Background: an optimization exercise with open tools, aiming at small area, a short achievable clock period and few clock cycles. Do not read the settings as production practice. The RTL of this run was laid out without a check of its function.

==> flow/config.mk <==
export PLATFORM = sky130hd
export DESIGN_NAME = TotalALU
export DESIGN_NICKNAME = TotalALU
export VERILOG_FILES = /design/flow/design.v
export SDC_FILE = /design/flow/constraint.sdc
export NUM_CORES = 4
export LEC_CHECK = 0
export CAP_MARGIN = 20
export CORE_MARGIN = 2
export CORE_UTILIZATION = 40
export SLEW_MARGIN = 20
export SYNTH_HIERARCHICAL = 1
export SYNTH_MINIMUM_KEEP_SIZE = 0
==> flow/constraint.sdc <==
create_clock -name core_clock -period 24.0 [get_ports {clk}]
set_input_delay 4.8000 -clock core_clock [delete_from_list [all_inputs] [get_ports {clk}]]
set_output_delay 4.8000 -clock core_clock [all_outputs]
set_load 0.01 [all_outputs]
==> flow/design.v <==
`timescale 1ns/1ns
module FullAdder( input a, input b, input cin, output S, output cout );
assign S = a ^ b ^ cin;
assign cout = ( a & b ) | ( a & cin ) | ( b & cin );
endmodule
module HalfAdder( input a, input b, output S, output cout );
assign S = a ^ b;
assign cout = a & b;
endmodule
`timescale 1ns/1ns
module TotalALU( clk, dataA, dataB, Signal, control, Output, Busy, reset );
input reset ;
input clk ;
input [2:0] control ;
input [31:0] dataA ;
input [31:0] dataB ;
input [5:0] Signal ;
output [31:0] Output ;
output Busy ;
wire sub = Signal[1];
wire [31:0] bx = dataB ^ {32{sub}};
wire [31:0] sum;
wire cout;
wire [31:0] a_g = dataA & bx;
wire [31:0] a_p = dataA ^ bx;
wire a_g0c = sub ? ( dataA[0] | ~dataB[0] ) : ( dataA[0] & dataB[0] );
wire a_G1 = a_g[1] | (a_p[1] & a_g0c);
wire a_G2 = a_g[2] | (a_p[2] & a_g[1]);
wire a_P2 = a_p[2] & a_p[1];
wire a_G3 = a_g[3] | (a_p[3] & a_g[2]);
wire a_P3 = a_p[3] & a_p[2];
wire a_G4 = a_g[4] | (a_p[4] & a_g[3]);
wire a_P4 = a_p[4] & a_p[3];
wire a_G5 = a_g[5] | (a_p[5] & a_g[4]);
wire a_P5 = a_p[5] & a_p[4];
wire a_G6 = a_g[6] | (a_p[6] & a_g[5]);
wire a_P6 = a_p[6] & a_p[5];
wire a_G7 = a_g[7] | (a_p[7] & a_g[6]);
wire a_P7 = a_p[7] & a_p[6];
wire a_G8 = a_g[8] | (a_p[8] & a_g[7]);
wire a_P8 = a_p[8] & a_p[7];
wire a_G9 = a_g[9] | (a_p[9] & a_g[8]);
wire a_P9 = a_p[9] & a_p[8];
wire a_G10 = a_g[10] | (a_p[10] & a_g[9]);
wire a_P10 = a_p[10] & a_p[9];
wire a_G11 = a_g[11] | (a_p[11] & a_g[10]);
wire a_P11 = a_p[11] & a_p[10];
wire a_G12 = a_g[12] | (a_p[12] & a_g[11]);
wire a_P12 = a_p[12] & a_p[11];
wire a_G13 = a_g[13] | (a_p[13] & a_g[12]);
wire a_P13 = a_p[13] & a_p[12];
wire a_G14 = a_g[14] | (a_p[14] & a_g[13]);
wire a_P14 = a_p[14] & a_p[13];
wire a_G15 = a_g[15] | (a_p[15] & a_g[14]);
wire a_P15 = a_p[15] & a_p[14];
wire a_G16 = a_g[16] | (a_p[16] & a_g[15]);
wire a_P16 = a_p[16] & a_p[15];
wire a_G17 = a_g[17] | (a_p[17] & a_g[16]);
wire a_P17 = a_p[17] & a_p[16];
wire a_G18 = a_g[18] | (a_p[18] & a_g[17]);
wire a_P18 = a_p[18] & a_p[17];
wire a_G19 = a_g[19] | (a_p[19] & a_g[18]);
wire a_P19 = a_p[19] & a_p[18];
wire a_G20 = a_g[20] | (a_p[20] & a_g[19]);
wire a_P20 = a_p[20] & a_p[19];
wire a_G21 = a_g[21] | (a_p[21] & a_g[20]);
wire a_P21 = a_p[21] & a_p[20];
wire a_G22 = a_g[22] | (a_p[22] & a_g[21]);
wire a_P22 = a_p[22] & a_p[21];
wire a_G23 = a_g[23] | (a_p[23] & a_g[22]);
wire a_P23 = a_p[23] & a_p[22];
wire a_G24 = a_g[24] | (a_p[24] & a_g[23]);
wire a_P24 = a_p[24] & a_p[23];
wire a_G25 = a_g[25] | (a_p[25] & a_g[24]);
wire a_P25 = a_p[25] & a_p[24];
wire a_G26 = a_g[26] | (a_p[26] & a_g[25]);
wire a_P26 = a_p[26] & a_p[25];
wire a_G27 = a_g[27] | (a_p[27] & a_g[26]);
wire a_P27 = a_p[27] & a_p[26];
wire a_G28 = a_g[28] | (a_p[28] & a_g[27]);
wire a_P28 = a_p[28] & a_p[27];
wire a_G29 = a_g[29] | (a_p[29] & a_g[28]);
wire a_P29 = a_p[29] & a_p[28];
wire a_G30 = a_g[30] | (a_p[30] & a_g[29]);
wire a_P30 = a_p[30] & a_p[29];
wire a_G31 = a_g[31] | (a_p[31] & a_g[30]);
wire a_P31 = a_p[31] & a_p[30];
wire a_G32 = a_G2 | (a_P2 & a_g0c);
wire a_G33 = a_G3 | (a_P3 & a_G1);
wire a_G34 = a_G4 | (a_P4 & a_G2);
wire a_P34 = a_P4 & a_P2;
wire a_G35 = a_G5 | (a_P5 & a_G3);
wire a_P35 = a_P5 & a_P3;
wire a_G36 = a_G6 | (a_P6 & a_G4);
wire a_P36 = a_P6 & a_P4;
wire a_G37 = a_G7 | (a_P7 & a_G5);
wire a_P37 = a_P7 & a_P5;
wire a_G38 = a_G8 | (a_P8 & a_G6);
wire a_P38 = a_P8 & a_P6;
wire a_G39 = a_G9 | (a_P9 & a_G7);
wire a_P39 = a_P9 & a_P7;
wire a_G40 = a_G10 | (a_P10 & a_G8);
wire a_P40 = a_P10 & a_P8;
wire a_G41 = a_G11 | (a_P11 & a_G9);
wire a_P41 = a_P11 & a_P9;
wire a_G42 = a_G12 | (a_P12 & a_G10);
wire a_P42 = a_P12 & a_P10;
wire a_G43 = a_G13 | (a_P13 & a_G11);
wire a_P43 = a_P13 & a_P11;
wire a_G44 = a_G14 | (a_P14 & a_G12);
wire a_P44 = a_P14 & a_P12;
wire a_G45 = a_G15 | (a_P15 & a_G13);
wire a_P45 = a_P15 & a_P13;
wire a_G46 = a_G16 | (a_P16 & a_G14);
wire a_P46 = a_P16 & a_P14;
wire a_G47 = a_G17 | (a_P17 & a_G15);
wire a_P47 = a_P17 & a_P15;
wire a_G48 = a_G18 | (a_P18 & a_G16);
wire a_P48 = a_P18 & a_P16;
wire a_G49 = a_G19 | (a_P19 & a_G17);
wire a_P49 = a_P19 & a_P17;
wire a_G50 = a_G20 | (a_P20 & a_G18);
wire a_P50 = a_P20 & a_P18;
wire a_G51 = a_G21 | (a_P21 & a_G19);
wire a_P51 = a_P21 & a_P19;
wire a_G52 = a_G22 | (a_P22 & a_G20);
wire a_P52 = a_P22 & a_P20;
wire a_G53 = a_G23 | (a_P23 & a_G21);
wire a_P53 = a_P23 & a_P21;
wire a_G54 = a_G24 | (a_P24 & a_G22);
wire a_P54 = a_P24 & a_P22;
wire a_G55 = a_G25 | (a_P25 & a_G23);
wire a_P55 = a_P25 & a_P23;
wire a_G56 = a_G26 | (a_P26 & a_G24);
wire a_P56 = a_P26 & a_P24;
wire a_G57 = a_G27 | (a_P27 & a_G25);
wire a_P57 = a_P27 & a_P25;
wire a_G58 = a_G28 | (a_P28 & a_G26);
wire a_P58 = a_P28 & a_P26;
wire a_G59 = a_G29 | (a_P29 & a_G27);
wire a_P59 = a_P29 & a_P27;
wire a_G60 = a_G30 | (a_P30 & a_G28);
wire a_P60 = a_P30 & a_P28;
wire a_G61 = a_G31 | (a_P31 & a_G29);
wire a_P61 = a_P31 & a_P29;
wire a_G62 = a_G34 | (a_P34 & a_g0c);
wire a_G63 = a_G35 | (a_P35 & a_G1);
wire a_G64 = a_G36 | (a_P36 & a_G32);
wire a_G65 = a_G37 | (a_P37 & a_G33);
wire a_G66 = a_G38 | (a_P38 & a_G34);
wire a_P66 = a_P38 & a_P34;
wire a_G67 = a_G39 | (a_P39 & a_G35);
wire a_P67 = a_P39 & a_P35;
wire a_G68 = a_G40 | (a_P40 & a_G36);
wire a_P68 = a_P40 & a_P36;
wire a_G69 = a_G41 | (a_P41 & a_G37);
wire a_P69 = a_P41 & a_P37;
wire a_G70 = a_G42 | (a_P42 & a_G38);
wire a_P70 = a_P42 & a_P38;
wire a_G71 = a_G43 | (a_P43 & a_G39);
wire a_P71 = a_P43 & a_P39;
wire a_G72 = a_G44 | (a_P44 & a_G40);
wire a_P72 = a_P44 & a_P40;
wire a_G73 = a_G45 | (a_P45 & a_G41);
wire a_P73 = a_P45 & a_P41;
wire a_G74 = a_G46 | (a_P46 & a_G42);
wire a_P74 = a_P46 & a_P42;
wire a_G75 = a_G47 | (a_P47 & a_G43);
wire a_P75 = a_P47 & a_P43;
wire a_G76 = a_G48 | (a_P48 & a_G44);
wire a_P76 = a_P48 & a_P44;
wire a_G77 = a_G49 | (a_P49 & a_G45);
wire a_P77 = a_P49 & a_P45;
wire a_G78 = a_G50 | (a_P50 & a_G46);
wire a_P78 = a_P50 & a_P46;
wire a_G79 = a_G51 | (a_P51 & a_G47);
wire a_P79 = a_P51 & a_P47;
wire a_G80 = a_G52 | (a_P52 & a_G48);
wire a_P80 = a_P52 & a_P48;
wire a_G81 = a_G53 | (a_P53 & a_G49);
wire a_P81 = a_P53 & a_P49;
wire a_G82 = a_G54 | (a_P54 & a_G50);
wire a_P82 = a_P54 & a_P50;
wire a_G83 = a_G55 | (a_P55 & a_G51);
wire a_P83 = a_P55 & a_P51;
wire a_G84 = a_G56 | (a_P56 & a_G52);
wire a_P84 = a_P56 & a_P52;
wire a_G85 = a_G57 | (a_P57 & a_G53);
wire a_P85 = a_P57 & a_P53;
wire a_G86 = a_G58 | (a_P58 & a_G54);
wire a_P86 = a_P58 & a_P54;
wire a_G87 = a_G59 | (a_P59 & a_G55);
wire a_P87 = a_P59 & a_P55;
wire a_G88 = a_G60 | (a_P60 & a_G56);
wire a_P88 = a_P60 & a_P56;
wire a_G89 = a_G61 | (a_P61 & a_G57);
wire a_P89 = a_P61 & a_P57;
wire a_G90 = a_G66 | (a_P66 & a_g0c);
wire a_G91 = a_G67 | (a_P67 & a_G1);
wire a_G92 = a_G68 | (a_P68 & a_G32);
wire a_G93 = a_G69 | (a_P69 & a_G33);
wire a_G94 = a_G70 | (a_P70 & a_G62);
wire a_G95 = a_G71 | (a_P71 & a_G63);
wire a_G96 = a_G72 | (a_P72 & a_G64);
wire a_G97 = a_G73 | (a_P73 & a_G65);
wire a_G98 = a_G74 | (a_P74 & a_G66);
wire a_P98 = a_P74 & a_P66;
wire a_G99 = a_G75 | (a_P75 & a_G67);
wire a_P99 = a_P75 & a_P67;
wire a_G100 = a_G76 | (a_P76 & a_G68);
wire a_P100 = a_P76 & a_P68;
wire a_G101 = a_G77 | (a_P77 & a_G69);
wire a_P101 = a_P77 & a_P69;
wire a_G102 = a_G78 | (a_P78 & a_G70);
wire a_P102 = a_P78 & a_P70;
wire a_G103 = a_G79 | (a_P79 & a_G71);
wire a_P103 = a_P79 & a_P71;
wire a_G104 = a_G80 | (a_P80 & a_G72);
wire a_P104 = a_P80 & a_P72;
wire a_G105 = a_G81 | (a_P81 & a_G73);
wire a_P105 = a_P81 & a_P73;
wire a_G106 = a_G82 | (a_P82 & a_G74);
wire a_P106 = a_P82 & a_P74;
wire a_G107 = a_G83 | (a_P83 & a_G75);
wire a_P107 = a_P83 & a_P75;
wire a_G108 = a_G84 | (a_P84 & a_G76);
wire a_P108 = a_P84 & a_P76;
wire a_G109 = a_G85 | (a_P85 & a_G77);
wire a_P109 = a_P85 & a_P77;
wire a_G110 = a_G86 | (a_P86 & a_G78);
wire a_P110 = a_P86 & a_P78;
wire a_G111 = a_G87 | (a_P87 & a_G79);
wire a_P111 = a_P87 & a_P79;
wire a_G112 = a_G88 | (a_P88 & a_G80);
wire a_P112 = a_P88 & a_P80;
wire a_G113 = a_G89 | (a_P89 & a_G81);
wire a_P113 = a_P89 & a_P81;
wire a_G114 = a_G98 | (a_P98 & a_g0c);
wire a_G115 = a_G99 | (a_P99 & a_G1);
wire a_G116 = a_G100 | (a_P100 & a_G32);
wire a_G117 = a_G101 | (a_P101 & a_G33);
wire a_G118 = a_G102 | (a_P102 & a_G62);
wire a_G119 = a_G103 | (a_P103 & a_G63);
wire a_G120 = a_G104 | (a_P104 & a_G64);
wire a_G121 = a_G105 | (a_P105 & a_G65);
wire a_G122 = a_G106 | (a_P106 & a_G90);
wire a_G123 = a_G107 | (a_P107 & a_G91);
wire a_G124 = a_G108 | (a_P108 & a_G92);
wire a_G125 = a_G109 | (a_P109 & a_G93);
wire a_G126 = a_G110 | (a_P110 & a_G94);
wire a_G127 = a_G111 | (a_P111 & a_G95);
wire a_G128 = a_G112 | (a_P112 & a_G96);
wire a_G129 = a_G113 | (a_P113 & a_G97);
wire [31:0] a_c = {a_G128, a_G127, a_G126, a_G125, a_G124, a_G123, a_G122, a_G121, a_G120, a_G119, a_G118, a_G117, a_G116, a_G115, a_G114, a_G97, a_G96, a_G95, a_G94, a_G93, a_G92, a_G91, a_G90, a_G65, a_G64, a_G63, a_G62, a_G33, a_G32, a_G1, a_g0c, sub};
assign sum = a_p ^ a_c;
assign cout = a_G129;
wire lt = ~cout;
wire [31:0] shl = dataA << dataB[4:0];
reg [64:0] P;
reg [31:0] A;
reg [1:0]  cnt;
assign Busy = cnt != 2'd0;
wire accept = ( Signal == 6'd25 ) & ~Busy;
wire [31:0] mc = accept ? dataA : A;
wire [8:0] mb = Busy ? { P[8] & ( cnt != 2'd1 ), P[7:0] } : { dataB[8:1], 1'b0 };
wire [32:0] acc = Busy ? P[64:32] : { 1'b0, mc & {32{dataB[0]}} };
wire neg0 = mb[2];
wire one0 = mb[1] ^ mb[0];
wire two0 = ( mb[2] & ~mb[1] & ~mb[0] ) | ( ~mb[2] & mb[1] & mb[0] );
wire [32:0] x0 = ( ( {1'b0, mc} & {33{one0}} ) | ( {mc, 1'b0} & {33{two0}} ) ) ^ {33{neg0}};
wire neg1 = mb[4];
wire one1 = mb[3] ^ mb[2];
wire two1 = ( mb[4] & ~mb[3] & ~mb[2] ) | ( ~mb[4] & mb[3] & mb[2] );
wire [32:0] x1 = ( ( {1'b0, mc} & {33{one1}} ) | ( {mc, 1'b0} & {33{two1}} ) ) ^ {33{neg1}};
wire neg2 = mb[6];
wire one2 = mb[5] ^ mb[4];
wire two2 = ( mb[6] & ~mb[5] & ~mb[4] ) | ( ~mb[6] & mb[5] & mb[4] );
wire [32:0] x2 = ( ( {1'b0, mc} & {33{one2}} ) | ( {mc, 1'b0} & {33{two2}} ) ) ^ {33{neg2}};
wire neg3 = mb[8];
wire one3 = mb[7] ^ mb[6];
wire two3 = ( mb[8] & ~mb[7] & ~mb[6] ) | ( ~mb[8] & mb[7] & mb[6] );
wire [32:0] x3 = ( ( {1'b0, mc} & {33{one3}} ) | ( {mc, 1'b0} & {33{two3}} ) ) ^ {33{neg3}};
wire [23:0] rest = Busy ? P[31:8] : dataB[31:8];
wire s1;
wire c2;
wire s3;
wire c4;
wire s5;
wire c6;
wire s7;
wire c8;
wire s9;
wire c10;
wire s11;
wire c12;
wire s13;
wire c14;
wire s15;
wire c16;
wire s17;
wire c18;
wire s19;
wire c20;
wire s21;
wire c22;
wire s23;
wire c24;
wire s25;
wire c26;
wire s27;
wire c28;
wire s29;
wire c30;
wire s31;
wire c32;
wire s33;
wire c34;
wire s35;
wire c36;
wire s37;
wire c38;
wire s39;
wire c40;
wire s41;
wire c42;
wire s43;
wire c44;
wire s45;
wire c46;
wire s47;
wire c48;
wire s49;
wire c50;
wire s51;
wire c52;
wire s53;
wire c54;
wire s55;
wire c56;
wire s57;
wire c58;
wire s59;
wire c60;
wire s61;
wire c62;
wire s63;
wire c64;
wire s65;
wire c66;
wire s67;
wire c68;
wire s69;
wire c70;
wire s71;
wire c72;
wire s73;
wire c74;
wire s75;
wire c76;
wire s77;
wire c78;
wire s79;
wire c80;
wire s81;
wire c82;
wire s83;
wire c84;
wire s85;
wire c86;
wire s87;
wire c88;
wire s89;
wire c90;
wire s91;
wire c92;
wire s93;
wire c94;
wire s95;
wire c96;
wire s97;
wire c98;
wire s99;
wire c100;
wire s101;
wire c102;
wire s103;
wire c104;
wire s105;
wire c106;
wire s107;
wire c108;
wire s109;
wire c110;
wire s111;
wire c112;
wire s113;
wire c114;
wire s115;
wire c116;
wire s117;
wire c118;
wire s119;
wire c120;
wire s121;
wire c122;
wire s123;
wire c124;
wire s125;
wire c126;
wire s127;
wire c128;
wire s129;
wire c130;
wire s131;
wire c132;
wire s133;
wire c134;
wire s135;
wire c136;
wire s137;
wire c138;
wire s139;
wire c140;
wire s141;
wire c142;
wire s143;
wire c144;
wire s145;
wire c146;
wire s147;
wire c148;
wire s149;
wire c150;
wire s151;
wire c152;
wire s153;
wire c154;
wire s155;
wire c156;
wire s157;
wire c158;
wire s159;
wire c160;
wire s161;
wire c162;
wire s163;
wire c164;
wire s165;
wire c166;
wire s167;
wire c168;
wire s169;
wire c170;
wire s171;
wire c172;
wire s173;
wire c174;
wire s175;
wire c176;
wire s177;
wire c178;
wire s179;
wire c180;
wire s181;
wire c182;
wire s183;
wire c184;
wire s185;
wire c186;
wire s187;
wire c188;
wire s189;
wire c190;
wire s191;
wire c192;
wire s193;
wire c194;
wire s195;
wire c196;
wire s197;
wire c198;
wire s199;
wire c200;
wire s201;
wire c202;
wire s203;
wire c204;
wire s205;
wire c206;
wire s207;
wire c208;
wire s209;
wire c210;
wire s211;
wire c212;
wire s213;
wire c214;
wire s215;
wire c216;
wire s217;
wire c218;
wire s219;
wire c220;
wire s221;
wire c222;
wire s223;
wire c224;
wire s225;
wire c226;
wire s227;
wire c228;
wire s229;
wire c230;
wire s231;
wire c232;
wire s233;
wire c234;
wire s235;
wire c236;
wire s237;
wire c238;
wire s239;
wire c240;
wire s241;
wire c242;
wire s243;
wire c244;
wire s245;
wire c246;
wire s247;
wire c248;
wire s249;
wire c250;
wire s251;
wire c252;
wire s253;
wire c254;
wire s255;
wire c256;
wire s257;
wire c258;
wire s259;
wire c260;
wire s261;
wire c262;
wire s263;
wire c264;
wire s265;
wire c266;
wire s267;
wire c268;
wire s269;
wire c270;
wire s271;
wire c272;
HalfAdder u_s1 ( .a(acc[5]), .b(x0[4]), .S(s1), .cout(c2) );
HalfAdder u_s3 ( .a(acc[6]), .b(x0[5]), .S(s3), .cout(c4) );
FullAdder u_s5 ( .a(acc[7]), .b(x0[6]), .cin(x1[4]), .S(s5), .cout(c6) );
HalfAdder u_s7 ( .a(x2[2]), .b(x3[0]), .S(s7), .cout(c8) );
FullAdder u_s9 ( .a(acc[8]), .b(x0[7]), .cin(x1[5]), .S(s9), .cout(c10) );
HalfAdder u_s11 ( .a(x2[3]), .b(x3[1]), .S(s11), .cout(c12) );
FullAdder u_s13 ( .a(acc[9]), .b(x0[8]), .cin(x1[6]), .S(s13), .cout(c14) );
HalfAdder u_s15 ( .a(x2[4]), .b(x3[2]), .S(s15), .cout(c16) );
FullAdder u_s17 ( .a(acc[10]), .b(x0[9]), .cin(x1[7]), .S(s17), .cout(c18) );
HalfAdder u_s19 ( .a(x2[5]), .b(x3[3]), .S(s19), .cout(c20) );
FullAdder u_s21 ( .a(acc[11]), .b(x0[10]), .cin(x1[8]), .S(s21), .cout(c22) );
HalfAdder u_s23 ( .a(x2[6]), .b(x3[4]), .S(s23), .cout(c24) );
FullAdder u_s25 ( .a(acc[12]), .b(x0[11]), .cin(x1[9]), .S(s25), .cout(c26) );
HalfAdder u_s27 ( .a(x2[7]), .b(x3[5]), .S(s27), .cout(c28) );
FullAdder u_s29 ( .a(acc[13]), .b(x0[12]), .cin(x1[10]), .S(s29), .cout(c30) );
HalfAdder u_s31 ( .a(x2[8]), .b(x3[6]), .S(s31), .cout(c32) );
FullAdder u_s33 ( .a(acc[14]), .b(x0[13]), .cin(x1[11]), .S(s33), .cout(c34) );
HalfAdder u_s35 ( .a(x2[9]), .b(x3[7]), .S(s35), .cout(c36) );
FullAdder u_s37 ( .a(acc[15]), .b(x0[14]), .cin(x1[12]), .S(s37), .cout(c38) );
HalfAdder u_s39 ( .a(x2[10]), .b(x3[8]), .S(s39), .cout(c40) );
FullAdder u_s41 ( .a(acc[16]), .b(x0[15]), .cin(x1[13]), .S(s41), .cout(c42) );
HalfAdder u_s43 ( .a(x2[11]), .b(x3[9]), .S(s43), .cout(c44) );
FullAdder u_s45 ( .a(acc[17]), .b(x0[16]), .cin(x1[14]), .S(s45), .cout(c46) );
HalfAdder u_s47 ( .a(x2[12]), .b(x3[10]), .S(s47), .cout(c48) );
FullAdder u_s49 ( .a(acc[18]), .b(x0[17]), .cin(x1[15]), .S(s49), .cout(c50) );
HalfAdder u_s51 ( .a(x2[13]), .b(x3[11]), .S(s51), .cout(c52) );
FullAdder u_s53 ( .a(acc[19]), .b(x0[18]), .cin(x1[16]), .S(s53), .cout(c54) );
HalfAdder u_s55 ( .a(x2[14]), .b(x3[12]), .S(s55), .cout(c56) );
FullAdder u_s57 ( .a(acc[20]), .b(x0[19]), .cin(x1[17]), .S(s57), .cout(c58) );
HalfAdder u_s59 ( .a(x2[15]), .b(x3[13]), .S(s59), .cout(c60) );
FullAdder u_s61 ( .a(acc[21]), .b(x0[20]), .cin(x1[18]), .S(s61), .cout(c62) );
HalfAdder u_s63 ( .a(x2[16]), .b(x3[14]), .S(s63), .cout(c64) );
FullAdder u_s65 ( .a(acc[22]), .b(x0[21]), .cin(x1[19]), .S(s65), .cout(c66) );
HalfAdder u_s67 ( .a(x2[17]), .b(x3[15]), .S(s67), .cout(c68) );
FullAdder u_s69 ( .a(acc[23]), .b(x0[22]), .cin(x1[20]), .S(s69), .cout(c70) );
HalfAdder u_s71 ( .a(x2[18]), .b(x3[16]), .S(s71), .cout(c72) );
FullAdder u_s73 ( .a(acc[24]), .b(x0[23]), .cin(x1[21]), .S(s73), .cout(c74) );
HalfAdder u_s75 ( .a(x2[19]), .b(x3[17]), .S(s75), .cout(c76) );
FullAdder u_s77 ( .a(acc[25]), .b(x0[24]), .cin(x1[22]), .S(s77), .cout(c78) );
HalfAdder u_s79 ( .a(x2[20]), .b(x3[18]), .S(s79), .cout(c80) );
FullAdder u_s81 ( .a(acc[26]), .b(x0[25]), .cin(x1[23]), .S(s81), .cout(c82) );
HalfAdder u_s83 ( .a(x2[21]), .b(x3[19]), .S(s83), .cout(c84) );
FullAdder u_s85 ( .a(acc[27]), .b(x0[26]), .cin(x1[24]), .S(s85), .cout(c86) );
HalfAdder u_s87 ( .a(x2[22]), .b(x3[20]), .S(s87), .cout(c88) );
FullAdder u_s89 ( .a(acc[28]), .b(x0[27]), .cin(x1[25]), .S(s89), .cout(c90) );
HalfAdder u_s91 ( .a(x2[23]), .b(x3[21]), .S(s91), .cout(c92) );
FullAdder u_s93 ( .a(acc[29]), .b(x0[28]), .cin(x1[26]), .S(s93), .cout(c94) );
HalfAdder u_s95 ( .a(x2[24]), .b(x3[22]), .S(s95), .cout(c96) );
FullAdder u_s97 ( .a(acc[30]), .b(x0[29]), .cin(x1[27]), .S(s97), .cout(c98) );
HalfAdder u_s99 ( .a(x2[25]), .b(x3[23]), .S(s99), .cout(c100) );
FullAdder u_s101 ( .a(acc[31]), .b(x0[30]), .cin(x1[28]), .S(s101), .cout(c102) );
HalfAdder u_s103 ( .a(x2[26]), .b(x3[24]), .S(s103), .cout(c104) );
FullAdder u_s105 ( .a(~acc[32]), .b(x0[31]), .cin(x1[29]), .S(s105), .cout(c106) );
HalfAdder u_s107 ( .a(x2[27]), .b(~x3[25]), .S(s107), .cout(c108) );
FullAdder u_s109 ( .a(x0[32]), .b(x1[30]), .cin(x2[28]), .S(s109), .cout(c110) );
HalfAdder u_s111 ( .a(x3[26]), .b(~x3[25]), .S(s111), .cout(c112) );
FullAdder u_s113 ( .a(~neg0), .b(x1[31]), .cin(x2[29]), .S(s113), .cout(c114) );
HalfAdder u_s115 ( .a(x3[27]), .b(x3[25]), .S(s115), .cout(c116) );
HalfAdder u_s117 ( .a(x1[32]), .b(x2[30]), .S(s117), .cout(c118) );
HalfAdder u_s119 ( .a(~neg1), .b(x2[31]), .S(s119), .cout(c120) );
HalfAdder u_s121 ( .a(acc[3]), .b(x0[2]), .S(s121), .cout(c122) );
HalfAdder u_s123 ( .a(acc[4]), .b(x0[3]), .S(s123), .cout(c124) );
FullAdder u_s125 ( .a(x1[2]), .b(x2[0]), .cin(neg2), .S(s125), .cout(c126) );
FullAdder u_s127 ( .a(x1[3]), .b(x2[1]), .cin(c2), .S(s127), .cout(c128) );
FullAdder u_s129 ( .a(neg3), .b(c4), .cin(s5), .S(s129), .cout(c130) );
FullAdder u_s131 ( .a(c6), .b(c8), .cin(s9), .S(s131), .cout(c132) );
FullAdder u_s133 ( .a(c10), .b(c12), .cin(s13), .S(s133), .cout(c134) );
FullAdder u_s135 ( .a(c14), .b(c16), .cin(s17), .S(s135), .cout(c136) );
FullAdder u_s137 ( .a(c18), .b(c20), .cin(s21), .S(s137), .cout(c138) );
FullAdder u_s139 ( .a(c22), .b(c24), .cin(s25), .S(s139), .cout(c140) );
FullAdder u_s141 ( .a(c26), .b(c28), .cin(s29), .S(s141), .cout(c142) );
FullAdder u_s143 ( .a(c30), .b(c32), .cin(s33), .S(s143), .cout(c144) );
FullAdder u_s145 ( .a(c34), .b(c36), .cin(s37), .S(s145), .cout(c146) );
FullAdder u_s147 ( .a(c38), .b(c40), .cin(s41), .S(s147), .cout(c148) );
FullAdder u_s149 ( .a(c42), .b(c44), .cin(s45), .S(s149), .cout(c150) );
FullAdder u_s151 ( .a(c46), .b(c48), .cin(s49), .S(s151), .cout(c152) );
FullAdder u_s153 ( .a(c50), .b(c52), .cin(s53), .S(s153), .cout(c154) );
FullAdder u_s155 ( .a(c54), .b(c56), .cin(s57), .S(s155), .cout(c156) );
FullAdder u_s157 ( .a(c58), .b(c60), .cin(s61), .S(s157), .cout(c158) );
FullAdder u_s159 ( .a(c62), .b(c64), .cin(s65), .S(s159), .cout(c160) );
FullAdder u_s161 ( .a(c66), .b(c68), .cin(s69), .S(s161), .cout(c162) );
FullAdder u_s163 ( .a(c70), .b(c72), .cin(s73), .S(s163), .cout(c164) );
FullAdder u_s165 ( .a(c74), .b(c76), .cin(s77), .S(s165), .cout(c166) );
FullAdder u_s167 ( .a(c78), .b(c80), .cin(s81), .S(s167), .cout(c168) );
FullAdder u_s169 ( .a(c82), .b(c84), .cin(s85), .S(s169), .cout(c170) );
FullAdder u_s171 ( .a(c86), .b(c88), .cin(s89), .S(s171), .cout(c172) );
FullAdder u_s173 ( .a(c90), .b(c92), .cin(s93), .S(s173), .cout(c174) );
FullAdder u_s175 ( .a(c94), .b(c96), .cin(s97), .S(s175), .cout(c176) );
FullAdder u_s177 ( .a(c98), .b(c100), .cin(s101), .S(s177), .cout(c178) );
FullAdder u_s179 ( .a(c102), .b(c104), .cin(s105), .S(s179), .cout(c180) );
FullAdder u_s181 ( .a(c106), .b(c108), .cin(s109), .S(s181), .cout(c182) );
FullAdder u_s183 ( .a(c110), .b(c112), .cin(s113), .S(s183), .cout(c184) );
FullAdder u_s185 ( .a(~x3[28]), .b(c114), .cin(c116), .S(s185), .cout(c186) );
FullAdder u_s187 ( .a(x3[29]), .b(x3[28]), .cin(c118), .S(s187), .cout(c188) );
HalfAdder u_s189 ( .a(x2[32]), .b(~x3[30]), .S(s189), .cout(c190) );
HalfAdder u_s191 ( .a(~neg2), .b(x3[31]), .S(s191), .cout(c192) );
HalfAdder u_s193 ( .a(acc[1]), .b(x0[0]), .S(s193), .cout(c194) );
HalfAdder u_s195 ( .a(acc[2]), .b(x0[1]), .S(s195), .cout(c196) );
FullAdder u_s197 ( .a(x1[0]), .b(neg1), .cin(s121), .S(s197), .cout(c198) );
FullAdder u_s199 ( .a(x1[1]), .b(c122), .cin(s123), .S(s199), .cout(c200) );
FullAdder u_s201 ( .a(s1), .b(c124), .cin(s125), .S(s201), .cout(c202) );
FullAdder u_s203 ( .a(s3), .b(c126), .cin(s127), .S(s203), .cout(c204) );
FullAdder u_s205 ( .a(s7), .b(c128), .cin(s129), .S(s205), .cout(c206) );
FullAdder u_s207 ( .a(s11), .b(c130), .cin(s131), .S(s207), .cout(c208) );
FullAdder u_s209 ( .a(s15), .b(c132), .cin(s133), .S(s209), .cout(c210) );
FullAdder u_s211 ( .a(s19), .b(c134), .cin(s135), .S(s211), .cout(c212) );
FullAdder u_s213 ( .a(s23), .b(c136), .cin(s137), .S(s213), .cout(c214) );
FullAdder u_s215 ( .a(s27), .b(c138), .cin(s139), .S(s215), .cout(c216) );
FullAdder u_s217 ( .a(s31), .b(c140), .cin(s141), .S(s217), .cout(c218) );
FullAdder u_s219 ( .a(s35), .b(c142), .cin(s143), .S(s219), .cout(c220) );
FullAdder u_s221 ( .a(s39), .b(c144), .cin(s145), .S(s221), .cout(c222) );
FullAdder u_s223 ( .a(s43), .b(c146), .cin(s147), .S(s223), .cout(c224) );
FullAdder u_s225 ( .a(s47), .b(c148), .cin(s149), .S(s225), .cout(c226) );
FullAdder u_s227 ( .a(s51), .b(c150), .cin(s151), .S(s227), .cout(c228) );
FullAdder u_s229 ( .a(s55), .b(c152), .cin(s153), .S(s229), .cout(c230) );
FullAdder u_s231 ( .a(s59), .b(c154), .cin(s155), .S(s231), .cout(c232) );
FullAdder u_s233 ( .a(s63), .b(c156), .cin(s157), .S(s233), .cout(c234) );
FullAdder u_s235 ( .a(s67), .b(c158), .cin(s159), .S(s235), .cout(c236) );
FullAdder u_s237 ( .a(s71), .b(c160), .cin(s161), .S(s237), .cout(c238) );
FullAdder u_s239 ( .a(s75), .b(c162), .cin(s163), .S(s239), .cout(c240) );
FullAdder u_s241 ( .a(s79), .b(c164), .cin(s165), .S(s241), .cout(c242) );
FullAdder u_s243 ( .a(s83), .b(c166), .cin(s167), .S(s243), .cout(c244) );
FullAdder u_s245 ( .a(s87), .b(c168), .cin(s169), .S(s245), .cout(c246) );
FullAdder u_s247 ( .a(s91), .b(c170), .cin(s171), .S(s247), .cout(c248) );
FullAdder u_s249 ( .a(s95), .b(c172), .cin(s173), .S(s249), .cout(c250) );
FullAdder u_s251 ( .a(s99), .b(c174), .cin(s175), .S(s251), .cout(c252) );
FullAdder u_s253 ( .a(s103), .b(c176), .cin(s177), .S(s253), .cout(c254) );
FullAdder u_s255 ( .a(s107), .b(c178), .cin(s179), .S(s255), .cout(c256) );
FullAdder u_s257 ( .a(s111), .b(c180), .cin(s181), .S(s257), .cout(c258) );
FullAdder u_s259 ( .a(s115), .b(c182), .cin(s183), .S(s259), .cout(c260) );
FullAdder u_s261 ( .a(s117), .b(c184), .cin(s185), .S(s261), .cout(c262) );
FullAdder u_s263 ( .a(s119), .b(c186), .cin(s187), .S(s263), .cout(c264) );
FullAdder u_s265 ( .a(c120), .b(c188), .cin(s189), .S(s265), .cout(c266) );
FullAdder u_s267 ( .a(x3[30]), .b(c190), .cin(s191), .S(s267), .cout(c268) );
HalfAdder u_s269 ( .a(~x3[32]), .b(c192), .S(s269), .cout(c270) );
HalfAdder u_s271 ( .a(~neg3), .b(x3[32]), .S(s271), .cout(c272) );
wire [40:0] ra = {c270, c268, c266, c264, c262, c260, c258, c256, c254, c252, c250, c248, c246, c244, c242, c240, c238, c236, c234, c232, c230, c228, c226, c224, c222, c220, c218, c216, c214, c212, c210, c208, c206, c204, c202, c200, c198, c196, c194, neg0, acc[0]};
wire [40:0] rb = {s271, s269, s267, s265, s263, s261, s259, s257, s255, s253, s251, s249, s247, s245, s243, s241, s239, s237, s235, s233, s231, s229, s227, s225, s223, s221, s219, s217, s215, s213, s211, s209, s207, s205, s203, s201, s199, s197, s195, s193, 1'b0};
wire [40:0] t;
wire [40:0] m_g = ra & rb;
wire [40:0] m_p = ra ^ rb;
wire m_G1 = m_g[1] | (m_p[1] & m_g[0]);
wire m_G2 = m_g[3] | (m_p[3] & m_g[2]);
wire m_P2 = m_p[3] & m_p[2];
wire m_G3 = m_g[5] | (m_p[5] & m_g[4]);
wire m_P3 = m_p[5] & m_p[4];
wire m_G4 = m_g[7] | (m_p[7] & m_g[6]);
wire m_P4 = m_p[7] & m_p[6];
wire m_G5 = m_g[9] | (m_p[9] & m_g[8]);
wire m_P5 = m_p[9] & m_p[8];
wire m_G6 = m_g[11] | (m_p[11] & m_g[10]);
wire m_P6 = m_p[11] & m_p[10];
wire m_G7 = m_g[13] | (m_p[13] & m_g[12]);
wire m_P7 = m_p[13] & m_p[12];
wire m_G8 = m_g[15] | (m_p[15] & m_g[14]);
wire m_P8 = m_p[15] & m_p[14];
wire m_G9 = m_g[17] | (m_p[17] & m_g[16]);
wire m_P9 = m_p[17] & m_p[16];
wire m_G10 = m_g[19] | (m_p[19] & m_g[18]);
wire m_P10 = m_p[19] & m_p[18];
wire m_G11 = m_g[21] | (m_p[21] & m_g[20]);
wire m_P11 = m_p[21] & m_p[20];
wire m_G12 = m_g[23] | (m_p[23] & m_g[22]);
wire m_P12 = m_p[23] & m_p[22];
wire m_G13 = m_g[25] | (m_p[25] & m_g[24]);
wire m_P13 = m_p[25] & m_p[24];
wire m_G14 = m_g[27] | (m_p[27] & m_g[26]);
wire m_P14 = m_p[27] & m_p[26];
wire m_G15 = m_g[29] | (m_p[29] & m_g[28]);
wire m_P15 = m_p[29] & m_p[28];
wire m_G16 = m_g[31] | (m_p[31] & m_g[30]);
wire m_P16 = m_p[31] & m_p[30];
wire m_G17 = m_g[33] | (m_p[33] & m_g[32]);
wire m_P17 = m_p[33] & m_p[32];
wire m_G18 = m_g[35] | (m_p[35] & m_g[34]);
wire m_P18 = m_p[35] & m_p[34];
wire m_G19 = m_g[37] | (m_p[37] & m_g[36]);
wire m_P19 = m_p[37] & m_p[36];
wire m_G20 = m_g[39] | (m_p[39] & m_g[38]);
wire m_P20 = m_p[39] & m_p[38];
wire m_G21 = m_g[2] | (m_p[2] & m_G1);
wire m_G22 = m_G2 | (m_P2 & m_G1);
wire m_G23 = m_g[6] | (m_p[6] & m_G3);
wire m_P23 = m_p[6] & m_P3;
wire m_G24 = m_G4 | (m_P4 & m_G3);
wire m_P24 = m_P4 & m_P3;
wire m_G25 = m_g[10] | (m_p[10] & m_G5);
wire m_P25 = m_p[10] & m_P5;
wire m_G26 = m_G6 | (m_P6 & m_G5);
wire m_P26 = m_P6 & m_P5;
wire m_G27 = m_g[14] | (m_p[14] & m_G7);
wire m_P27 = m_p[14] & m_P7;
wire m_G28 = m_G8 | (m_P8 & m_G7);
wire m_P28 = m_P8 & m_P7;
wire m_G29 = m_g[18] | (m_p[18] & m_G9);
wire m_P29 = m_p[18] & m_P9;
wire m_G30 = m_G10 | (m_P10 & m_G9);
wire m_P30 = m_P10 & m_P9;
wire m_G31 = m_g[22] | (m_p[22] & m_G11);
wire m_P31 = m_p[22] & m_P11;
wire m_G32 = m_G12 | (m_P12 & m_G11);
wire m_P32 = m_P12 & m_P11;
wire m_G33 = m_g[26] | (m_p[26] & m_G13);
wire m_P33 = m_p[26] & m_P13;
wire m_G34 = m_G14 | (m_P14 & m_G13);
wire m_P34 = m_P14 & m_P13;
wire m_G35 = m_g[30] | (m_p[30] & m_G15);
wire m_P35 = m_p[30] & m_P15;
wire m_G36 = m_G16 | (m_P16 & m_G15);
wire m_P36 = m_P16 & m_P15;
wire m_G37 = m_g[34] | (m_p[34] & m_G17);
wire m_P37 = m_p[34] & m_P17;
wire m_G38 = m_G18 | (m_P18 & m_G17);
wire m_P38 = m_P18 & m_P17;
wire m_G39 = m_g[38] | (m_p[38] & m_G19);
wire m_P39 = m_p[38] & m_P19;
wire m_G40 = m_G20 | (m_P20 & m_G19);
wire m_P40 = m_P20 & m_P19;
wire m_G41 = m_g[4] | (m_p[4] & m_G22);
wire m_G42 = m_G3 | (m_P3 & m_G22);
wire m_G43 = m_G23 | (m_P23 & m_G22);
wire m_G44 = m_G24 | (m_P24 & m_G22);
wire m_G45 = m_g[12] | (m_p[12] & m_G26);
wire m_P45 = m_p[12] & m_P26;
wire m_G46 = m_G7 | (m_P7 & m_G26);
wire m_P46 = m_P7 & m_P26;
wire m_G47 = m_G27 | (m_P27 & m_G26);
wire m_P47 = m_P27 & m_P26;
wire m_G48 = m_G28 | (m_P28 & m_G26);
wire m_P48 = m_P28 & m_P26;
wire m_G49 = m_g[20] | (m_p[20] & m_G30);
wire m_P49 = m_p[20] & m_P30;
wire m_G50 = m_G11 | (m_P11 & m_G30);
wire m_P50 = m_P11 & m_P30;
wire m_G51 = m_G31 | (m_P31 & m_G30);
wire m_P51 = m_P31 & m_P30;
wire m_G52 = m_G32 | (m_P32 & m_G30);
wire m_P52 = m_P32 & m_P30;
wire m_G53 = m_g[28] | (m_p[28] & m_G34);
wire m_P53 = m_p[28] & m_P34;
wire m_G54 = m_G15 | (m_P15 & m_G34);
wire m_P54 = m_P15 & m_P34;
wire m_G55 = m_G35 | (m_P35 & m_G34);
wire m_P55 = m_P35 & m_P34;
wire m_G56 = m_G36 | (m_P36 & m_G34);
wire m_P56 = m_P36 & m_P34;
wire m_G57 = m_g[36] | (m_p[36] & m_G38);
wire m_P57 = m_p[36] & m_P38;
wire m_G58 = m_G19 | (m_P19 & m_G38);
wire m_P58 = m_P19 & m_P38;
wire m_G59 = m_G39 | (m_P39 & m_G38);
wire m_P59 = m_P39 & m_P38;
wire m_G60 = m_G40 | (m_P40 & m_G38);
wire m_P60 = m_P40 & m_P38;
wire m_G61 = m_g[8] | (m_p[8] & m_G44);
wire m_G62 = m_G5 | (m_P5 & m_G44);
wire m_G63 = m_G25 | (m_P25 & m_G44);
wire m_G64 = m_G26 | (m_P26 & m_G44);
wire m_G65 = m_G45 | (m_P45 & m_G44);
wire m_G66 = m_G46 | (m_P46 & m_G44);
wire m_G67 = m_G47 | (m_P47 & m_G44);
wire m_G68 = m_G48 | (m_P48 & m_G44);
wire m_G69 = m_g[24] | (m_p[24] & m_G52);
wire m_P69 = m_p[24] & m_P52;
wire m_G70 = m_G13 | (m_P13 & m_G52);
wire m_P70 = m_P13 & m_P52;
wire m_G71 = m_G33 | (m_P33 & m_G52);
wire m_P71 = m_P33 & m_P52;
wire m_G72 = m_G34 | (m_P34 & m_G52);
wire m_P72 = m_P34 & m_P52;
wire m_G73 = m_G53 | (m_P53 & m_G52);
wire m_P73 = m_P53 & m_P52;
wire m_G74 = m_G54 | (m_P54 & m_G52);
wire m_P74 = m_P54 & m_P52;
wire m_G75 = m_G55 | (m_P55 & m_G52);
wire m_P75 = m_P55 & m_P52;
wire m_G76 = m_G56 | (m_P56 & m_G52);
wire m_P76 = m_P56 & m_P52;
wire m_G77 = m_g[40] | (m_p[40] & m_G60);
wire m_P77 = m_p[40] & m_P60;
wire m_G78 = m_g[16] | (m_p[16] & m_G68);
wire m_G79 = m_G9 | (m_P9 & m_G68);
wire m_G80 = m_G29 | (m_P29 & m_G68);
wire m_G81 = m_G30 | (m_P30 & m_G68);
wire m_G82 = m_G49 | (m_P49 & m_G68);
wire m_G83 = m_G50 | (m_P50 & m_G68);
wire m_G84 = m_G51 | (m_P51 & m_G68);
wire m_G85 = m_G52 | (m_P52 & m_G68);
wire m_G86 = m_G69 | (m_P69 & m_G68);
wire m_G87 = m_G70 | (m_P70 & m_G68);
wire m_G88 = m_G71 | (m_P71 & m_G68);
wire m_G89 = m_G72 | (m_P72 & m_G68);
wire m_G90 = m_G73 | (m_P73 & m_G68);
wire m_G91 = m_G74 | (m_P74 & m_G68);
wire m_G92 = m_G75 | (m_P75 & m_G68);
wire m_G93 = m_G76 | (m_P76 & m_G68);
wire m_G94 = m_g[32] | (m_p[32] & m_G93);
wire m_G95 = m_G17 | (m_P17 & m_G93);
wire m_G96 = m_G37 | (m_P37 & m_G93);
wire m_G97 = m_G38 | (m_P38 & m_G93);
wire m_G98 = m_G57 | (m_P57 & m_G93);
wire m_G99 = m_G58 | (m_P58 & m_G93);
wire m_G100 = m_G59 | (m_P59 & m_G93);
wire m_G101 = m_G60 | (m_P60 & m_G93);
wire m_G102 = m_G77 | (m_P77 & m_G93);
wire [40:0] m_c = {m_G101, m_G100, m_G99, m_G98, m_G97, m_G96, m_G95, m_G94, m_G93, m_G92, m_G91, m_G90, m_G89, m_G88, m_G87, m_G86, m_G85, m_G84, m_G83, m_G82, m_G81, m_G80, m_G79, m_G78, m_G68, m_G67, m_G66, m_G65, m_G64, m_G63, m_G62, m_G61, m_G44, m_G43, m_G42, m_G41, m_G22, m_G21, m_G1, m_g[0], 1'b0};
assign t = m_p ^ m_c;
always @( posedge clk ) begin
  A <= mc;
  if ( reset ) begin
    P <= 65'd0;
    cnt <= 2'd0;
  end else if ( accept | Busy ) begin
    P <= { t, rest };
    cnt <= cnt - 2'd1;
  end
end
wire isAND = Signal == 6'd36;
wire isOR  = Signal == 6'd37;
wire isAS  = ( Signal == 6'd32 ) | ( Signal == 6'd34 );
wire isSLT = Signal == 6'd42;
wire isSLL = Signal == 6'd0;
wire isHI  = Signal == 6'd16;
wire isLO  = Signal == 6'd18;
assign Output = ( {32{isAND}} & ( dataA & dataB ) )
              | ( {32{isOR}}  & ( dataA | dataB ) )
              | ( {32{isAS}}  & sum )
              | { 31'd0, isSLT & lt }
              | ( {32{isSLL}} & shl )
              | ( {32{isHI}}  & P[63:32] )
              | ( {32{isLO}}  & P[31:0] );
endmodule
==> flow/flow/run.sh <==
#!/bin/bash
# Layout: the standard flow (standard.sh: standard synthesis, floorplan,
# placement, CTS, routing), with two changes:
#  - the port buffers are buf_1 cells (repair_timing upsizes the critical ones) rather than the delay cells buffer_ports
#    picks by default (every input and output port still gets a buffer);
#  - repair_timing aims for SETUP_SLACK_MARGIN ns more setup slack than the
#    clock needs, so it shortens the port-to-port paths that set the period.
# The clock, its period and the I/O constraints are the standard flow's, unchanged.
set -euo pipefail
MARGIN=${MARGIN:-11}
bash standard.sh "SETUP_SLACK_MARGIN=$MARGIN" \
  "BUFFER_PORTS_ARGS=-buffer_cell sky130_fd_sc_hd__buf_1" REMOVE_ABC_BUFFERS=1 finish > standard_flow.log 2>&1
==> flow/standard.sh <==
#!/bin/bash
# synth_recipe.tcl (not shown) runs the flow's synth.tcl, then flattens the netlist and writes it again
# the make line also repeats each setting of config.mk as NAME=value (left out here)
make -C /OpenROAD-flow-scripts/flow DESIGN_CONFIG=/design/flow/config.mk WORK_HOME=/design/flow/orfs CLKGATE_MAP_FILE= SYNTH_SCRIPT=/design/flow/synth_recipe.tcl "${@:-finish}"
==> notes.md <==
==> state kept, by name, indices dropped and copies added (netlist names) <==
signal / cells
A: 32
P: 65
cnt: 2
==> per-module statistics from Yosys, one instance, submodules excluded <==
module     copies in the design  area (um2)  cells inside  flip-flops and latches
HalfAdder                    40        12.5             1                       0
TotalALU                      1       12700          1611                      99
FullAdder                    96        20.0             1                       0
==> stage by stage <==
stage / area, um2 / hold WS, ps / setup slack (ps)
6_report: 16500 / 489 / 11150
5_1_grt: 16500 / 496 / 11030
4_1_cts: 16400 / 484 / 11030
3_5_place_dp: 16000 / 471 / 10760
3_3_place_gp: 16000 / 463 / 10770
2_1_floorplan: 14600 / 438 / 9820
==> worst max-delay path, delay by kind of cell <==
family,cells,cell delay (ps)
buffers and inverters,5,980
and+or+nand+nor,4,940
AOI/OAI and AO/OA,4,770
adders and majority gates,1,330
xor gates and xnor gates,1,210
==> what timing repair did <==
item / in CTS / in global routing
pin swaps: 0 / 2
cloned: 0 / 2
gates resized for setup: 6 / 12
endpoints found under the setup margin: 4 / 3
setup buffers: 0 / 5
==> cell families (layout without fill, tap and decap cells) <==
kind of cell / Yosys count / count (layout) / share of synthesized area
compound gates: 519 / 519 / 0.240
simple gates: 334 / 334 / 0.101
fa+ha+maj: 255 / 255 / 0.257
xor+xnor: 212 / 212 / 0.123
buf+inv: 212 / 245 / 0.0546
mux: 116 / 116 / 0.0935
flops: 99 / 99 / 0.131
==> worst paths after layout <==
check / endpoint
worst max-delay path: Output[28]
worst min-delay path: P[59]
worst max register to register: P[57]
worst min register to register: P[59]
==> Yosys cell counts (18+ instances only) <==
cell                        instances
sky130_fd_sc_hd__nand3_1           24
sky130_fd_sc_hd__maj3_1            31
sky130_fd_sc_hd__nor3_1            18
sky130_fd_sc_hd__mux2i_1           85
sky130_fd_sc_hd__xnor2_1          165
sky130_fd_sc_hd__a21o_1            26
sky130_fd_sc_hd__a21oi_1           99
sky130_fd_sc_hd__mux4_2            18
sky130_fd_sc_hd__nor2_1            92
sky130_fd_sc_hd__buf_1             19
sky130_fd_sc_hd__clkbuf_1          93
sky130_fd_sc_hd__ha_1             122
sky130_fd_sc_hd__fa_1             102
sky130_fd_sc_hd__o2bb2ai_1         29
sky130_fd_sc_hd__xor2_1            47
sky130_fd_sc_hd__dfxtp_1           99
sky130_fd_sc_hd__a222oi_1          31
sky130_fd_sc_hd__inv_1             79
sky130_fd_sc_hd__a211oi_1          47
sky130_fd_sc_hd__nand2_1          130
sky130_fd_sc_hd__o22ai_1          128
sky130_fd_sc_hd__o21ai_0           44
==> cell type report <==
type / count / share of cell area
sequential: 99 / 0.120
clock buffer: 9 / 0.0137
multi-input combinational: 1436 / 0.756
timing repair buffer: 146 / 0.0473
inverter: 83 / 0.0189
clock inverter: 7 / 0.00561
tap: 511 / 0.0388
==> routing by layer <==
metal  up-vias  track usage  part of all wire
met5         -            0                 0
li1       6493            -                 -
met4         0        0.104             0.041
met1      6972        0.366              0.42
met3       119       0.0341             0.075
met2       675        0.433              0.46
==> notes.md <==
clock latency on the worst-skew pair=360 ps; vias after detailed routing=14.3k; Unique masters post-synth=80; HPWL after detailed placement=40000 um; Final setup violation count=0; required time reported for the critical path endpoint=19200 ps; maximum frequency from static timing analysis=77.8 MHz; total detailed-routing wirelength=53100 um; launch point of the worst hold path=P[59]; I/O pin count=108; Slowest cell on crit path=sky130_fd_sc_hd__or4_1; slew of the pin with the lowest slew margin=1050 ps; die area=39400 um2; max-cap check violation count=0; FF-to-FF Start=cnt[0]; CTS tree=built; number of rows created at floorplan=71; largest buffer count on any clock path=2; Worst slew margin=0.297; dominant cells by area after synthesis=sky130_fd_sc_hd__fa_1 14%, sky130_fd_sc_hd__dfxtp_1 13%, sky130_fd_sc_hd__ha_1 10%; part of the cycle the worst path needs=0.535; Data arrival, critical path=8050 ps; CP startpoint kind=primary input; hold_buf cts=0; register-to-register setup slack=15930 ps; category of the worst setup path capture point=output pin; number of clock sinks=99; proportion of layout cells with a drive suffix above 1=0.0803; most frequent standard cell in the layout excluding fill and tap cells=sky130_fd_sc_hd__xnor2_1; mean cell area of the mapped netlist=8.65 um2; number of buffers added by the clock tree synthesis step=9; area growth from synthesis to layout=9.10%; number of enable flip-flop cells after synthesis=0; RSZ-0062 raised after global routing=no; DRC errors left=0; ys async rst share=0; sequential cell area in the final layout=1980 um2; final standard cell utilization of the core=0.440; gr usage total=0.268; detailed-route vias per instance=6.22; clock input transition at the sequential cells of the worst setup and hold paths=80 ps; Core Box Area=37500 um2; final cell count without fillers=2291; count of warnings emitted by yosys=7; Cells after Synth=1747; area of combinational cells with multiple inputs=12500 um2; first-pass GRT wire length=81900 um; fraction of synthesized cell area taken by the top area cell type=0.135; critical path class=in -> out; worst r2r path cells=22; count of placed standard cells including taps=2268; CP cell instances=clkbuf_2, buf_12, buf_4, buf_4, xor2_1, ha_1, a21o_1, a21o_1, a21o_1, or2_1, o21ai_2, nor2_2, or4_1, nand3_1, buf_1; commonest non-fill, non-tap cells in the layout=162 x sky130_fd_sc_hd__xnor2_1, 129 x sky130_fd_sc_hd__nand2_1, 128 x sky130_fd_sc_hd__o22ai_1; I/O Buffers=104; number of H-tree branching levels=3; number of endpoints with negative hold slack in the final report=0; Setup crit start=Signal[1]; Worst Skew=9.08 ps; number of global-route vias before repair=13.8k; layout filler cell count=3736; die height=198 um; width of the die=198 um; pin count of the biggest net entering global routing=62; most prevalent standard cell on the critical path=sky130_fd_sc_hd__a21o_1; result of the run=timing/DRC/antenna clean; count of TritonRoute iterations in the first routing pass=10; slowest stage delay, CP=520 ps; area of the mapped netlist=15100 um2; number of design-rule violations left by the first detailed-router iteration=1346; starting density of the core=0.403; WL per Instance=23.2 um; Max Transition Viols Final=0; clock period minus worst slack=12850 ps; placer congestion estimate=0.967; Total Negative Setup Slacks=0 ps; cell accounting for the most synthesized area=sky130_fd_sc_hd__fa_1; count of nets left with antenna violations after detail routing=0; clock tree root driver cell=sky130_fd_sc_hd__clkbuf_16; sequential cell area fraction in the yosys report=0.131; CP max FO=10; Worst Hold Path Cells=2; total congestion overflow=0; worst min path class=reg -> reg; Antenna Cells=0; flip-flop and latch count after synthesis=99; predominant post-synthesis flop cell=sky130_fd_sc_hd__dfxtp_1; nets@finish=2074; number of antenna violations at the first check in global routing=0

==> separate check: timing with driven ports <==
No port has a modelled driver above. Below, the same layout with a new extraction and two added sets of constraints.
Step 1 assumes that a clkbuf_16 drives the clock port and a buf_2 every other input.
Step 2 adds t to the input delays and takes it off the output delays; t is the mean of the earliest and latest rising clock arrival at the registers after step 1. Input paths then give back, and output paths get back, about the clock's delay inside the block.
Three values: no drivers, after step 1, after step 2; two values: the first two.
t (ns): 0.407
setup slack, ns: 11.152 / 11.128 / 11.128
hold slack, ns: 0.489 / 0.489 / 0.489
clock arrival spread, ns: 0.009 / 0.009
After both steps setup and hold are still met in this run. For this run, drivers alone change the setup slack by -0.024 ns; drivers and shift together by -0.024 ns.
